Source: an optimization exercise on an open RTL-to-GDS flow (aim: small area). Production flows keep margins and buffers that such runs may drop. The RTL was checked by simulation tests, not by an equivalence proof against the original design.

==> inputs of run a <==
## vgadriver
module vgadriver(CLOCK_25, RESET, VGA_R, VGA_G, VGA_B, VGA_BLANK, VGA_SYNC, VGA_HS, VGA_VS);
input wire CLOCK_25;
input wire RESET;
output wire [9:0] VGA_R;
output wire [9:0] VGA_G;
output wire [9:0] VGA_B;
output wire VGA_BLANK;
output wire VGA_SYNC;
output wire VGA_HS;
output wire VGA_VS;
wire [9:0] r_val;
wire [9:0] g_val;
wire [9:0] b_val;
wire [9:0] x_count;
wire [9:0] y_count;
wire VS_RISE;
vga_driver     vga    ( .inR(r_val),
                        .inG(g_val),
                        .inB(b_val),
                        .outX(x_count),
                        .outY(y_count),
                        .outVGA_R(VGA_R),
                        .outVGA_G(VGA_G),
                        .outVGA_B(VGA_B),
                        .outVGA_HS(VGA_HS),
                        .outVGA_VS(VGA_VS),
                        .outVGA_SYNC(VGA_SYNC),
                        .outVGA_BLANK(VGA_BLANK),
                        .outVS_RISE(VS_RISE),
                        .inReset(RESET),
                        .inClock_25(CLOCK_25));
image_gen      image  ( .outR(r_val),
                        .outG(g_val),
                        .outB(b_val),
                        .inX(x_count),
                        .inY(y_count),
                        .inVS_RISE(VS_RISE),
                        .inReset(RESET),
                        .inClock_25(CLOCK_25));
endmodule
==> module vgadriver, before the edit <==
module vgadriver(CLOCK_25, RESET, VGA_R, VGA_G, VGA_B, VGA_BLANK, VGA_SYNC, VGA_HS, VGA_VS);
input wire CLOCK_25;
input wire RESET;
output wire [9:0] VGA_R;
output wire [9:0] VGA_G;
output wire [9:0] VGA_B;
output wire VGA_BLANK;
output wire VGA_SYNC;
output wire VGA_HS;
output wire VGA_VS;
wire [9:0] r_val;
wire [9:0] g_val;
wire [9:0] b_val;
wire [9:0] x_count;
wire [9:0] y_count;
wire VS_RISE;
vga_driver     vga    ( .inR(r_val),
                        .inG(g_val),
                        .inB(b_val),
                        .outX(x_count),
                        .outY(y_count),
                        .outVGA_R(VGA_R),
                        .outVGA_G(VGA_G),
                        .outVGA_B(VGA_B),
                        .outVGA_HS(VGA_HS),
                        .outVGA_VS(VGA_VS),
                        .outVGA_SYNC(VGA_SYNC),
                        .outVGA_BLANK(VGA_BLANK),
                        .outVS_RISE(VS_RISE),
                        .inReset(RESET),
                        .inClock_25(CLOCK_25));
image_gen      image  ( .outR(r_val),
                        .outG(g_val),
                        .outB(b_val),
                        .inX(x_count),
                        .inY(y_count),
                        .inVS_RISE(VS_RISE),
                        .inReset(RESET),
                        .inClock_25(CLOCK_25));
endmodule
==> module vga_driver, before the edit <==
module vga_driver(inR, inG, inB, outX, outY, outVGA_R, outVGA_G, outVGA_B,
                  outVGA_HS, outVGA_VS, outVGA_SYNC, outVGA_BLANK, outVS_RISE,
                  inReset, inClock_25);
input [9:0] inR;
input [9:0] inG;
input [9:0] inB;
output [9:0] outX;
output [9:0] outY;
output [9:0] outVGA_R;
output [9:0] outVGA_G;
output [9:0] outVGA_B;
output reg outVGA_HS;
output reg outVGA_VS;
output outVGA_SYNC;
output outVGA_BLANK;
output outVS_RISE;
input inReset;
input inClock_25;
reg [9:0] H_Count;
reg [9:0] V_Count;
parameter H_DISP = 640;
parameter H_FRONTP = 16;
parameter H_SYNC = 96;
parameter H_BACKP = 48;
parameter H_BLANK = H_FRONTP + H_SYNC + H_BACKP;
parameter H_TOTAL = H_FRONTP + H_SYNC + H_BACKP + H_DISP;
parameter V_DISP = 480;
parameter V_FRONTP = 11;
parameter V_SYNC = 2;
parameter V_BACKP = 31;
parameter V_BLANK = V_FRONTP + V_SYNC + V_BACKP;
parameter V_TOTAL = V_FRONTP + V_SYNC + V_BACKP + V_DISP;
assign outVGA_SYNC = 1;
assign outVGA_BLANK =  ~((H_Count < H_BLANK)||(V_Count < V_BLANK));
assign outVGA_R = inR;
assign outVGA_G = inG;
assign outVGA_B = inB;
assign outX = (H_Count >= H_BLANK) ? H_Count - H_BLANK : 0;
assign outY = (V_Count >= V_BLANK) ? V_Count - V_BLANK : 0;
wire HS_RISE = (H_Count == H_FRONTP + H_SYNC - 1) && !outVGA_HS;
assign outVS_RISE = HS_RISE && (V_Count == V_FRONTP + V_SYNC - 1) && !outVGA_VS;
always @ (posedge inClock_25) begin
  if (inReset) begin
    H_Count <= 0;
    outVGA_HS <= 1;
  end
  else begin
    if (H_Count < H_TOTAL)
      H_Count <= H_Count + 1;
    else
      H_Count <= 0;
    if (H_Count == H_FRONTP - 1)
      outVGA_HS <= 0;
    if (H_Count == H_FRONTP + H_SYNC - 1)
      outVGA_HS <= 1;
  end
end
always @ (posedge inClock_25) begin
  if (inReset) begin
    V_Count <= 0;
    outVGA_VS <= 1;
  end
  else if (HS_RISE) begin
    if (V_Count < V_TOTAL)
      V_Count <= V_Count + 1;
    else
      V_Count <= 0;
    if (V_Count == V_FRONTP - 1)
      outVGA_VS <= 0;
    if (V_Count == V_FRONTP + V_SYNC - 1)
      outVGA_VS <= 1;
  end
end
endmodule
==> module image_gen, before the edit <==
module image_gen(outR, outG, outB, inX, inY, inVS_RISE, inReset, inClock_25);
output reg [9:0] outR;
output reg [9:0] outG;
output reg [9:0] outB;
input [9:0] inX;
input [9:0] inY;
input inVS_RISE;
input inReset;
input inClock_25;
reg [9:0] mobile_offset;
parameter X_SIZE = 640;
parameter Y_SIZE = 480;
parameter STATIC_OBJECT_X = 128;
parameter STATIC_OBJECT_Y = 128;
parameter MOBILE_OBJECT_X = 64;
parameter MOBILE_OBJECT_Y = 64;
parameter X_MIDPT = X_SIZE >> 1;
parameter Y_MIDPT = Y_SIZE >> 1;
always @ (posedge inClock_25) begin
  if (inReset)
    mobile_offset <= MOBILE_OBJECT_Y;
  else if (inVS_RISE) begin
    if (mobile_offset < Y_SIZE - MOBILE_OBJECT_Y)
      mobile_offset <= mobile_offset + 1;
    else
      mobile_offset <= MOBILE_OBJECT_Y;
  end
end
always @ (posedge inClock_25) begin
  if (inReset) begin
    outR <= 0;
    outG <= 0;
    outB <= 0;
  end
  else if ((((inX - X_MIDPT) * (inX - X_MIDPT)) +
      ((inY - Y_MIDPT) * (inY - Y_MIDPT))) == 1024)
  begin
    outR <= ~0;
    outG <= 0;
    outB <= 0;
  end
  else if (inX >= X_MIDPT - MOBILE_OBJECT_X && inX <= X_MIDPT + MOBILE_OBJECT_X &&
      inY >= 0 + mobile_offset - MOBILE_OBJECT_Y && inY <= MOBILE_OBJECT_Y + mobile_offset)
  begin
    outB <= ~0;
    outG <= 0;
    outR <= 0;
  end
  else begin
	  outG <= inY << 1;
    outR <= 0;
    outB <= 0;
  end
end
endmodule
export LEC_CHECK = 0
export CAP_MARGIN = 20
export CORE_MARGIN = 2
export CORE_UTILIZATION = 40
export SLEW_MARGIN = 20
create_clock -name core_clock -period 20.0 [get_ports {CLOCK_25}]
run.sh (not shown) runs the stock make flow with config.mk's settings and CLKGATE_MAP_FILE= SYNTH_SCRIPT=/design/flow/synth_recipe.tcl, a recipe that flattens the netlist after the stock synthesis.
==> run b: changes against run a <==
==> flow/design.v (replaced) <==
module vgadriver(CLOCK_25, RESET, VGA_R, VGA_G, VGA_B, VGA_BLANK, VGA_SYNC, VGA_HS, VGA_VS);
input wire CLOCK_25;
input wire RESET;
output wire [9:0] VGA_R;
output wire [9:0] VGA_G;
output wire [9:0] VGA_B;
output wire VGA_BLANK;
output wire VGA_SYNC;
output wire VGA_HS;
output wire VGA_VS;
reg [9:0] h;
reg [9:0] w;
reg [8:0] off;
wire h112 = (h == 10'd335);            
wire wwrap = (w == 10'd480);           
wire vis_v = ~w[9];                    
always @(posedge CLOCK_25) begin
  if (RESET)
    h <= 10'd223;
  else if (h == 10'd1023)
    h <= 10'd223;
  else
    h <= h + 10'd1;
end
always @(posedge CLOCK_25) begin
  if (RESET)
    w <= 10'd980;
  else if (h112) begin
    if (wwrap)
      w <= 10'd980;
    else
      w <= w + 10'd1;
  end
end
always @(posedge CLOCK_25) begin
  if (RESET)
    off <= 9'd0;
  else if (h112 && w == 10'd992) begin    
    if (off == 9'd352)
      off <= 9'd0;
    else
      off <= off + 9'd1;
  end
end
wire [8:0] y = vis_v ? w[8:0] : 9'd0;
wire xs = (h >= 10'd640) && (h <= 10'd768);       
wire [9:0] dy = {1'b0, y} - {1'b0, off};
wire ys = ~dy[9] && (dy <= 10'd128);               
wire red = ((h == 10'd672 || h == 10'd736) && y == 9'd240) ||
           (h == 10'd704 && (y == 9'd208 || y == 9'd272));
wire blue = ~red & xs & ys;
wire grn = ~red & ~blue;
assign VGA_R = {10{red}};
assign VGA_B = {10{blue}};
assign VGA_G = {y & {9{grn}}, 1'b0};
wire vs_lines = h112 ? (w == 10'd990 || w == 10'd991) : (w == 10'd991 || w == 10'd992);
assign VGA_VS = ~vs_lines;
assign VGA_HS = ~(h >= 10'd239 && h <= 10'd334);    
assign VGA_BLANK = (h >= 10'd383) & vis_v;           
assign VGA_SYNC = 1'b1;
endmodule
==> results.py <==
metrics = {
    "outcome": {
        "outcome": "complete, no violations",
    },
    "power_and_ir_drop": {
        "power_leakage_nw": 10.5,
    },
    "grt": {
        "grt_use_met3": 0.0334,
    },
    "sta": {
        "fmax_mhz": 72.7,
        "fin_worst_skew_ps": 13.5,
    },
    "setup_path": {
        "critical_path_class": "flip-flop to flip-flop",
        "cp_max_fo": 14,
    },
    "synthesis": {
        "synth-compound-area-share": 0.0527,
        "synth_area_um2": 20500,
    },
    "drt": {
        "routed_via_density": 5.04,
    },
}
[end of results for run a]
==> results.py <==
metrics = {
    "outcome": {
        "outcome": "complete, no violations",
    },
    "power_and_ir_drop": {
        "power_leader": "sequential cells",
        "powerClk_w": 0.0000454,
        "power_leakage_nw": 0.933,
    },
    "sta": {
        "fin_worst_skew_ps": 3.35,
    },
    "setup_path": {
        "critical_path_class": "flip-flop to primary output",
        "cp_max_fo": 19,
        "r2r-start": "h[0]",
    },
    "grt": {
        "grt_use_met3": 0.0339,
    },
    "drt": {
        "routed_via_density": 5.31,
        "route.detailed.wl_per_inst_um": 13.9,
    },
    "synthesis": {
        "synth_area_um2": 2300,
        "synth_edf_count": 0,
    },
}
[end of results for run b]

[static timing again, ports no longer ideal]
The results above use ideal ports. As a check the final layouts listed here were re-extracted and re-timed, cells and wires unchanged.
Step 1 sets driving cells, clkbuf_16 on the clock port and buf_2 on the other inputs (assumed; they add their load-dependent delay and slew).
Step 2 times the ports against the registers' clock, not the clock port: input delays grow and output delays shrink by t, the midpoint of the rising clock arrivals with the driver on.
Slacks: ideal ports / drivers / drivers and shift; pairs: ideal ports / drivers.
run | t, ns | slack for setup (ns) | worst setup path after step 2 | latest minus earliest clock arrival (ns) | worst register clock-pin slew, ns
run a | 0.325 | 6.245 / 6.245 / 6.245 | register to register | 0.013 / 0.014 | 0.07 / 0.07
run b | 0.308 | 11.856 / 11.828 / 12.136 | register to output | 0.003 / 0.004 | 0.06 / 0.06
After both steps every run listed still meets setup and hold.
